This design comes from an exercise in tuning for small area on the open sky130 flow, not from production work. Only simulation tests tie the RTL to the original design; equivalence was not proved. The flow treats the clock pin as an ideal source, which a real chip does not have. No activity file was given, so power comes from the tool's default toggle rates.

**flow/design.v**
```verilog
module Binary2BCD #( parameter W = 18)(input [W-1:0]val, output reg [W+(W-4)/3:0]bcd);
	integer i, j;
	always @(val) begin
		for (i = 0; i <= W+(W-4)/3; i = i + 1) bcd[i] = 0;
		bcd[W-1:0] = val;
		for (i = 0; i <= W-4; i = i + 1)
			for (j = 0; j <= i / 3; j = j + 1)
				if (bcd[W - i + 4 * j -: 4] > 4)
					bcd[W - i + 4 * j -: 4] = bcd[W - i + 4 * j -: 4] + 4'd3;
	end
endmodule
module BCD2SevenSegment(input [3:0] bcd, output reg [6:0] out);
	always @(bcd) begin
		case (bcd)
			4'h0   : out = 7'b1000000;
			4'h1   : out = 7'b1111001;
			4'h2   : out = 7'b0100100;
			4'h3   : out = 7'b0110000;
			4'h4   : out = 7'b0011001;
			4'h5   : out = 7'b0010010;
			4'h6   : out = 7'b0000010;
			4'h7   : out = 7'b1111000;
			4'h8   : out = 7'b0000000;
			4'h9   : out = 7'b0011000;
			default: out = 7'bXXXXXXX;
		endcase
	end
endmodule
module DistanceSensor(input CLOCK_50, input reset, input echo, output reg trig, output [6:0] HEX3, HEX2, HEX1, HEX0);
	reg [21:0] r;
	reg [11:0] p;
	reg [3:0] u, t;
	reg [2:0] h;
	reg [3:0] du, dt;
	reg [2:0] dh;
	wire ones21 = &r[20:0];
	wire wrap = ones21 & ~r[21];              
	wire first = ones21 & r[21] & ~trig;      
	wire splice = ~|(r[20:0] ^ 21'h0AAAAA);   
	wire fb = ~(r[21] ^ r[20]) ^ splice;
	wire end500 = r[10] & r[11] & ~r[13] & ~r[19];  
	wire pfb = ~(p[11] ^ p[10]);
	wire pend = ~p[0] & p[1] & ~p[2] & p[3] & p[4] & ~p[5] & p[6] & ~p[8] & p[9] & p[11];  
	wire p499 = p[0] & ~p[3] & p[4] & ~p[5] & ~p[6] & p[9] & ~p[11];                   
	wire [3:0] un, tn;
	wire [2:0] hn;
	assign un = {((u[0] & u[1]) | (~u[1] & ~u[2] & u[3]) | (u[1] & u[2])), ((~u[0] & ~u[2]) | (~u[0] & ~u[3])), ((~u[1] & ~u[2] & ~u[3]) | (u[1] & u[2])), ((u[0] & ~u[1]) | (~u[1] & u[2] & ~u[3]))};
	assign tn = {((t[0] & t[1]) | (~t[1] & ~t[2] & t[3]) | (t[1] & t[2])), ((~t[0] & ~t[2]) | (~t[0] & ~t[3])), ((~t[1] & ~t[2] & ~t[3]) | (t[1] & t[2])), ((t[0] & ~t[1]) | (~t[1] & t[2] & ~t[3]))};
	assign hn = {((h[0] & h[1]) | (h[2])), ((~h[0] & h[1]) | (h[0] & ~h[1])), ((~h[0]))};
	wire u9 = (~u[1] & u[2] & u[3]);
	wire t9 = (~t[1] & t[2] & t[3]);
	wire sat = (h[0] & h[1] & h[2]);
	wire q655 = ((h[1] & h[2])) & ((t[0])) & ((u[0]));  
	always @(posedge CLOCK_50) begin
		if (reset) begin
			r <= 0;
			trig <= 0;
		end else begin
			r <= {~r[20:0], fb};
			if (wrap) trig <= 1;
			else if (end500) trig <= 0;
		end
		if (wrap || reset) begin
			p <= 0;
			u <= 4'd0; t <= 4'd0; h <= 3'd0;
		end else if (echo && !sat) begin
			if (q655 && p499) begin
				h <= 3'd7;
			end else if (pend) begin
				p <= 0;
				u <= un;
				if (u9) begin
					t <= tn;
					if (t9) h <= hn;
				end
			end else p <= {p[10:0], pfb};
		end
		if (wrap || first) begin
			du <= u; dt <= t; dh <= h;
		end
	end
	wire dsat = (dh[0] & dh[1] & dh[2]);
	wire [6:0] su, st, sh;
	assign su[0] = (~du[0] & du[2] & ~du[3]);
	assign su[1] = (du[0] & ~du[1]);
	assign su[2] = (du[1] & du[2] & du[3]);
	assign su[3] = (~du[0] & ~du[1] & du[2]) | (du[1] & ~du[3]);
	assign su[4] = (~du[1] & du[2]) | (du[1] & ~du[2]) | (du[1] & ~du[3]);
	assign su[5] = (du[1]);
	assign su[6] = (~du[0] & ~du[2] & ~du[3]) | (du[1] & ~du[3]);
	assign st[0] = (~dt[0] & dt[2] & ~dt[3]);
	assign st[1] = (dt[0] & ~dt[1]);
	assign st[2] = (dt[1] & dt[2] & dt[3]);
	assign st[3] = (~dt[0] & ~dt[1] & dt[2]) | (dt[1] & ~dt[3]);
	assign st[4] = (~dt[1] & dt[2]) | (dt[1] & ~dt[2]) | (dt[1] & ~dt[3]);
	assign st[5] = (dt[1]);
	assign st[6] = (~dt[0] & ~dt[2] & ~dt[3]) | (dt[1] & ~dt[3]);
	assign sh[0] = (~dh[0] & ~dh[1] & dh[2]) | (dh[0] & ~dh[1] & ~dh[2]);
	assign sh[1] = (~dh[0] & dh[1] & dh[2]) | (dh[0] & ~dh[1] & dh[2]);
	assign sh[2] = (~dh[0] & dh[1] & ~dh[2]);
	assign sh[3] = (~dh[0] & ~dh[1] & dh[2]) | (dh[0] & ~dh[1] & ~dh[2]) | (dh[0] & dh[1] & dh[2]);
	assign sh[4] = (dh[0]) | (~dh[1] & dh[2]);
	assign sh[5] = (dh[0] & ~dh[2]) | (dh[1] & ~dh[2]);
	assign sh[6] = (~dh[1] & ~dh[2]);
	assign HEX3 = {~dsat, 1'b0, dsat, dsat, 3'b000};
	assign HEX2 = sh;
	assign HEX1 = dsat ? 7'b0011000 : st;
	assign HEX0 = dsat ? 7'b0011000 : su;
endmodule
```
**flow/flow/run.sh**
```bash
#!/bin/bash
# Own layout flow: the standard synthesis, then a stronger area-oriented
# re-mapping of the combinational logic only (every flip-flop instance of the
# standard synthesis is kept as it is, with its name and cell type), then the
# standard ORFS layout with small port buffers and clock buffers.
set -euo pipefail
HERE=$(pwd)
PLAT=$FLOW_HOME/platforms/$FLOW_PLATFORM
LIB=$PLAT/lib/sky130_fd_sc_hd__tt_025C_1v80.lib
RES=$HERE/orfs/results/$FLOW_PLATFORM/DistanceSensor/base
PORTBUF="BUFFER_PORTS_ARGS=-buffer_cell sky130_fd_sc_hd__buf_1"

bash standard.sh synth > synth.log 2>&1
cp $RES/1_2_yosys.v $HERE/std_synth.v

# Re-map with 12 random seeds and four mapping settings, four at a time; keep
# the smallest netlist that passes yosys's check.
VARIANTS=""
for S in $(seq 0 11); do for D in 0 1; do for Q in 0 10; do VARIANTS="$VARIANTS ${S}_${D}_${Q}"; done; done; done
run_one() {
  local V=$1 S D Q DCH=""
  IFS=_ read S D Q <<< "$1"
  [[ $D == 1 ]] && DCH="\&dch -f"
  sed -e "s#@T@#30#" -e "s#@S@#$S#" -e "s#@DCH@#$DCH#" -e "s#@Q@#$Q#" flow/deep.abc.in > deep_$V.abc
  sed -e "s#@LIB@#$LIB#g" -e "s#@IN@#$HERE/std_synth.v#" -e "s#@TOP@#$FLOW_TOP#g" \
      -e "s#@ABC@#$HERE/deep_$V.abc#" -e "s#@OUT@#$HERE/resyn_$V.v#" flow/resyn.ys.in > resyn_$V.ys
  yosys -l resyn_$V.log resyn_$V.ys > /dev/null 2>&1 || true
}
N=0
for V in $VARIANTS; do
  run_one $V &
  N=$((N + 1))
  if (( N % 4 == 0 )); then wait; fi
done
wait
BEST=""; BESTA=""
for V in $VARIANTS; do
  [[ -f resyn_$V.v ]] || continue
  if yosys -l resyn_check_$V.log -p "read_liberty -lib $LIB; read_verilog $HERE/resyn_$V.v; hierarchy -top $FLOW_TOP; check -assert -mapped" > /dev/null 2>&1; then
    A=$(grep 'Chip area' resyn_$V.log | awk '{print $NF}')
    echo "$V $A" >> resyn_areas.txt
    if [[ -z "$BEST" ]] || awk "BEGIN{exit !($A < $BESTA)}"; then BEST=$V; BESTA=$A; fi
  fi
done
echo "best seed: ${BEST:-none} area ${BESTA:-}" > resyn_choice.txt
if [[ -n "$BEST" ]]; then
  cp $HERE/resyn_$BEST.v $RES/1_2_yosys.v
  rm -f $RES/1_synth.odb $RES/1_synth.sdc
fi

bash standard.sh "$PORTBUF" SKIP_REPAIR_TIE_FANOUT=1 POST_CTS_TCL=$HERE/flow/post_cts.tcl CTS_ARGS="$(cat flow/cts.args)" finish > layout.log 2>&1
```
**flow/flow/cts.args**
```
-sink_clustering_enable -repair_clock_nets -dont_use_dummy_load -buf_list {sky130_fd_sc_hd__clkbuf_4} -root_buf sky130_fd_sc_hd__clkbuf_4 -sink_clustering_size 20
```
**flow/flow/deep.abc.in**
```
strash
&get -n
&deepsyn -T @T@ -S @S@
&put
strash
&get -n
@DCH@
&nf -a -R 1000 -Q @Q@
&put
topo
```
**flow/flow/post_cts.tcl**
```tcl
# Runs after clock tree synthesis (POST_CTS_TCL): two small area clean-ups.

# 1. Fold a buffer that repair_design put right after an input port buffer
#    into a larger port buffer (buf_2), then let repair_design fix anything left.
estimate_parasitics -placement
set block [ord::get_db_block]
foreach bterm [$block getBTerms] {
  if {[$bterm getIoType] != "INPUT"} continue
  set pnet [$bterm getNet]
  foreach it [$pnet getITerms] {
    set pbuf [$it getInst]
    if {![string match "*buf*" [[$pbuf getMaster] getName]]} continue
    set onet [[$pbuf findITerm X] getNet]
    if {$onet == "NULL"} continue
    set loads [$onet getITerms]
    if {[llength $loads] != 2} continue
    foreach l $loads {
      set li [$l getInst]
      if {$li == $pbuf} continue
      if {[$li getMaster] != "NULL" && [string match "sky130_fd_sc_hd__buf_*" [[$li getMaster] getName]] && [[$l getMTerm] getName] == "A"} {
        puts "fold_inbuf: [$bterm getName]: removing [$li getName] after [$pbuf getName]"
        remove_buffers [get_cells [$li getName]]
        replace_cell [get_cells [$pbuf getName]] sky130_fd_sc_hd__buf_2
      }
    }
  }
}
estimate_parasitics -placement
repair_design -slew_margin 20 -cap_margin 20 -verbose
report_check_types -max_slew -max_capacitance -violators
detailed_placement
check_placement -verbose

# 2. Downsize clock buffers while every flip-flop clock pin keeps a slew
#    under the limit (estimated from placement).
proc worst_clk_slew {} {
  set worst 0
  foreach pin [get_pins -hierarchical */CLK] {
    set s [get_property $pin slew_max]
    if {$s > $worst} { set worst $s }
  }
  return $worst
}
set limit 0.110
estimate_parasitics -placement
puts "downsize_clk: start worst clock slew [worst_clk_slew]"
set smaller {sky130_fd_sc_hd__clkbuf_4 sky130_fd_sc_hd__clkbuf_2 sky130_fd_sc_hd__clkbuf_1}
foreach inst [get_cells *] {
  set m [get_property $inst ref_name]
  set idx [lsearch $smaller $m]
  if {$idx < 0} continue
  set out [get_pins -of_objects $inst -filter "direction == output"]
  set net [get_nets -of_objects $out]
  if {![string match "clknet*" [get_property $net name]]} continue
  while {$idx + 1 < [llength $smaller]} {
    set cand [lindex $smaller [expr {$idx + 1}]]
    replace_cell $inst $cand
    estimate_parasitics -placement
    set w [worst_clk_slew]
    if {$w > $limit} {
      replace_cell $inst [lindex $smaller $idx]
      estimate_parasitics -placement
      break
    }
    puts "downsize_clk: [get_property $inst name] -> $cand (worst $w)"
    incr idx
  }
}
puts "downsize_clk: end worst clock slew [worst_clk_slew]"
check_placement -verbose
```
**flow/flow/resyn.ys.in**
```
read_liberty -ignore_miss_func @LIB@
read_verilog @IN@
hierarchy -top @TOP@
setattr -mod -set blackbox 1 sky130_fd_sc_hd__df* sky130_fd_sc_hd__edf* sky130_fd_sc_hd__sdf* sky130_fd_sc_hd__sedf* sky130_fd_sc_hd__dl*
flatten
opt_clean -purge
opt -fast
abc -liberty @LIB@ -dont_use sky130_fd_sc_hd__probe_p_8 -dont_use sky130_fd_sc_hd__probec_p_8 -dont_use sky130_fd_sc_hd__lpflow_* -script @ABC@
opt_clean -purge
hilomap -singleton -hicell sky130_fd_sc_hd__conb_1 HI -locell sky130_fd_sc_hd__conb_1 LO
insbuf -buf sky130_fd_sc_hd__buf_1 A X
opt_clean -purge
rename -hide w:*:*
rename -hide w:*/*
select -module @TOP@
stat -liberty @LIB@
write_verilog -noattr -nohex -nodec -selected @OUT@
```
**flow/standard.sh**
```bash
#!/bin/bash
# synth_recipe.tcl (not shown) runs the flow's synth.tcl, then flattens the netlist and writes it again
# the make line also repeats each setting of config.mk as NAME=value (left out here)
make -C /OpenROAD-flow-scripts/flow DESIGN_CONFIG=/design/flow/config.mk WORK_HOME=/design/flow/orfs CLKGATE_MAP_FILE= SYNTH_SCRIPT=/design/flow/synth_recipe.tcl "${@:-finish}"
```
**flow/config.mk**
```make
export PLATFORM = sky130hd
export DESIGN_NAME = DistanceSensor
export DESIGN_NICKNAME = DistanceSensor
export VERILOG_FILES = /design/flow/design.v
export SDC_FILE = /design/flow/constraint.sdc
export NUM_CORES = 4
export LEC_CHECK = 0
export CAP_MARGIN = 20
export CORE_MARGIN = 2
export CORE_UTILIZATION = 40
export SLEW_MARGIN = 20
```
**flow/constraint.sdc**
```tcl
create_clock -name core_clock -period 30.0 [get_ports {CLOCK_50}]
set_input_delay 6.0000 -clock core_clock [delete_from_list [all_inputs] [get_ports {CLOCK_50}]]
set_output_delay 6.0000 -clock core_clock [all_outputs]
set_load 0.01 [all_outputs]
```
==> notes.md <==
[worst max-delay path, cell delays in order, from the launching register on]
cell      delay [ps]
edfxtp_1         430
and3_1           450
clkinv_1         230
and2_0           240
and3_1           200
nor2_1           100
buf_1            150
[path summary, 6_finish.rpt]
kind | end | slack [ps] | cells past startpoint
setup reg to reg | h[1]$_SDFFE_PP0P_ | 27200 | 8
hold reg to reg | r[16]$_SDFF_PP0_ | 420 | 1
hold / removal | r[16]$_SDFF_PP0_ | 420 | 1
setup / recovery | HEX0[4] | 21560 | 6
[state kept, by name, indices dropped and copies added (netlist names)]
| register | flops |
|---|---|
| dt | 4 |
| p | 12 |
| dh | 3 |
| h | 3 |
| t | 4 |
| r | 22 |
| trig | 1 |
| du | 4 |
| u | 4 |
[where the power goes]
| part | total, mW | internal [mW] | switching (mW) |
|---|---|---|---|
| Clock | 0.0337 | 0.0113 | 0.0223 |
| Combinational | 0.00350 | 0.00125 | 0.00224 |
| Sequential | 0.0818 | 0.0800 | 0.00173 |
[cell type report]
class | count | area, um2 | area share
Timing Repair Buffer | 28 | 109 | 0.0473
Clock buffer | 9 | 58.8 | 0.0256
Sequential cell | 57 | 1250 | 0.544
Tap cell | 70 | 87.6 | 0.0381
Multi-Input combinational cell | 141 | 778 | 0.338
Inverter | 4 | 15.0 | 0.00653
[metal layers]
metal / vias up / share of wire / track usage
met1: 717 / 0.48 / 0.161
li1: 811 / - / -
met4: 0 / 0.0067 / 0.0936
met5: - / 0 / 0
met2: 42 / 0.46 / 0.223
met3: 2 / 0.053 / 0.0556
[stage by stage]
stage	cells	hold WS (ps)	setup WS, ps	total power [mW]	utilization
2_1_floorplan	207	386	22210	0.0857	-
3_3_place_gp	299	403	22020	0.0871	0.443
3_5_place_dp	299	405	21970	0.0871	0.443
5_1_grt	309	432	21250	0.125	0.456
6_report	309	418	21560	0.119	0.456
==> flow_summary.toml <==
[clock_network]
clk_latency_ps = 650
clkTransAtPathRegs_ps = 100
cts_tree = "done"
cts.sinks = 57

[sta]
setup_violations = 0
tightestPinTransition_ps = 933
drv_slew = 0
setup_tns_ps = 0
hold_viol = 0
period_share = 0.281
timing.fmax_mhz = 118
period_minus_slack_ps = 8440
relSlewSlack = 0.378
fin_worst_skew_ps = 57.0
rsz0062_at_grt = "false"

[grt]
grt_pass1_vias = 1393
gr-total-overflow = 0
grt_pass1_wl_mm = 5.88
antenna_found_initial = 0
grt_start_max_net_pins = 25
grt_usage = 0.143

[drt]
first_pass_iters = 4
routed_wl_mm = 3.74
wl_per_cell_um = 12.1
ant_nets = 0
drc = 0
avgViaCountPerCell = 5.09
num_vias = 1572
drt_iter0_drc = 117

[floorplan]
die_w_um = 75.8
design.core.area_mm2 = 0.00504
rows = 26
num_io_pins = 32
die_h_um = 75.8
dieArea_mm2 = 0.00575
initial_core_util = 0.409

[status]
status = "finished clean"

[hold_path]
min_from = "r[15]$_SDFF_PP0_"
worstHoldPathType = "reg2reg"

[cells_and_area]
fin_nets = 244
drive_gt1_frac = 0.0377
fin_area_mm2 = 0.00230
layout_common_cells = "dfxtp_1 (46), nor2_1 (42), buf_1 (27), nor3_1 (19), a22o_1 (12)"
n_antenna_cell = 0
layout_commonest_cell = "dfxtp_1"
syn_to_final_growth_pct = 11.5
fillers = 498

[yosys]
syn_area_mm2 = 0.00206
yosysWarnings = 1
syn_area_per_cell_um2 = 9.97
syn_nets = 210
synthesis.instances = 207

[run]
cap_violations = 0

[place]
place_congestion = 0.832
io_buffers = 27
dpl_cell_area_mm2 = 0.00223
dp.final_hpwl_mm = 2.63

[power_and_ir_drop]
leakage_nw = 0.874
powerDensity_mw_per_mm2 = 51.7
ir_drop_mv = 0.0311

[critical_path]
worstSetupPathType = "reg2out"
startpoint_type = "flop"
reg2reg_from = "p[0]$_SDFFE_PP0P_"
cp_max_fo = 13
end_kind = "output pin"
worstSetupStartpoint = "dh[2]$_DFFE_PP_"
critical_path_arrival_ps = 2440
cp.required_ps = 24000

-- afterwards: timing with drivers on the ports --
No port has a modelled driver above. Below, the same layout with a new extraction and two added sets of constraints. Step 1 (the two cells are an assumption about what drives the block):
set clk [get_ports {CLOCK_50}]
set_driving_cell -lib_cell sky130_fd_sc_hd__clkbuf_16 $clk
set_driving_cell -lib_cell sky130_fd_sc_hd__buf_2 [delete_from_list [all_inputs] $clk]
Step 2 adds t to the input delays and takes it off the output delays; t is the mean of the earliest and latest rising clock arrival at the registers after step 1. Input paths then give back, and output paths get back, about the clock's delay inside the block. a / b / c = no drivers / after step 1 / after step 2; a / b = the first two.
shift t [ns]: 0.649
setup slack, ns: 21.560 / 21.535 / 21.979
hold slack, ns: 0.418 / 0.418 / 0.418
pins driven straight from the clock port: 1
After both steps setup and hold are still met in this run. For this run, drivers alone change the setup slack by -0.025 ns; drivers and shift together by +0.419 ns.
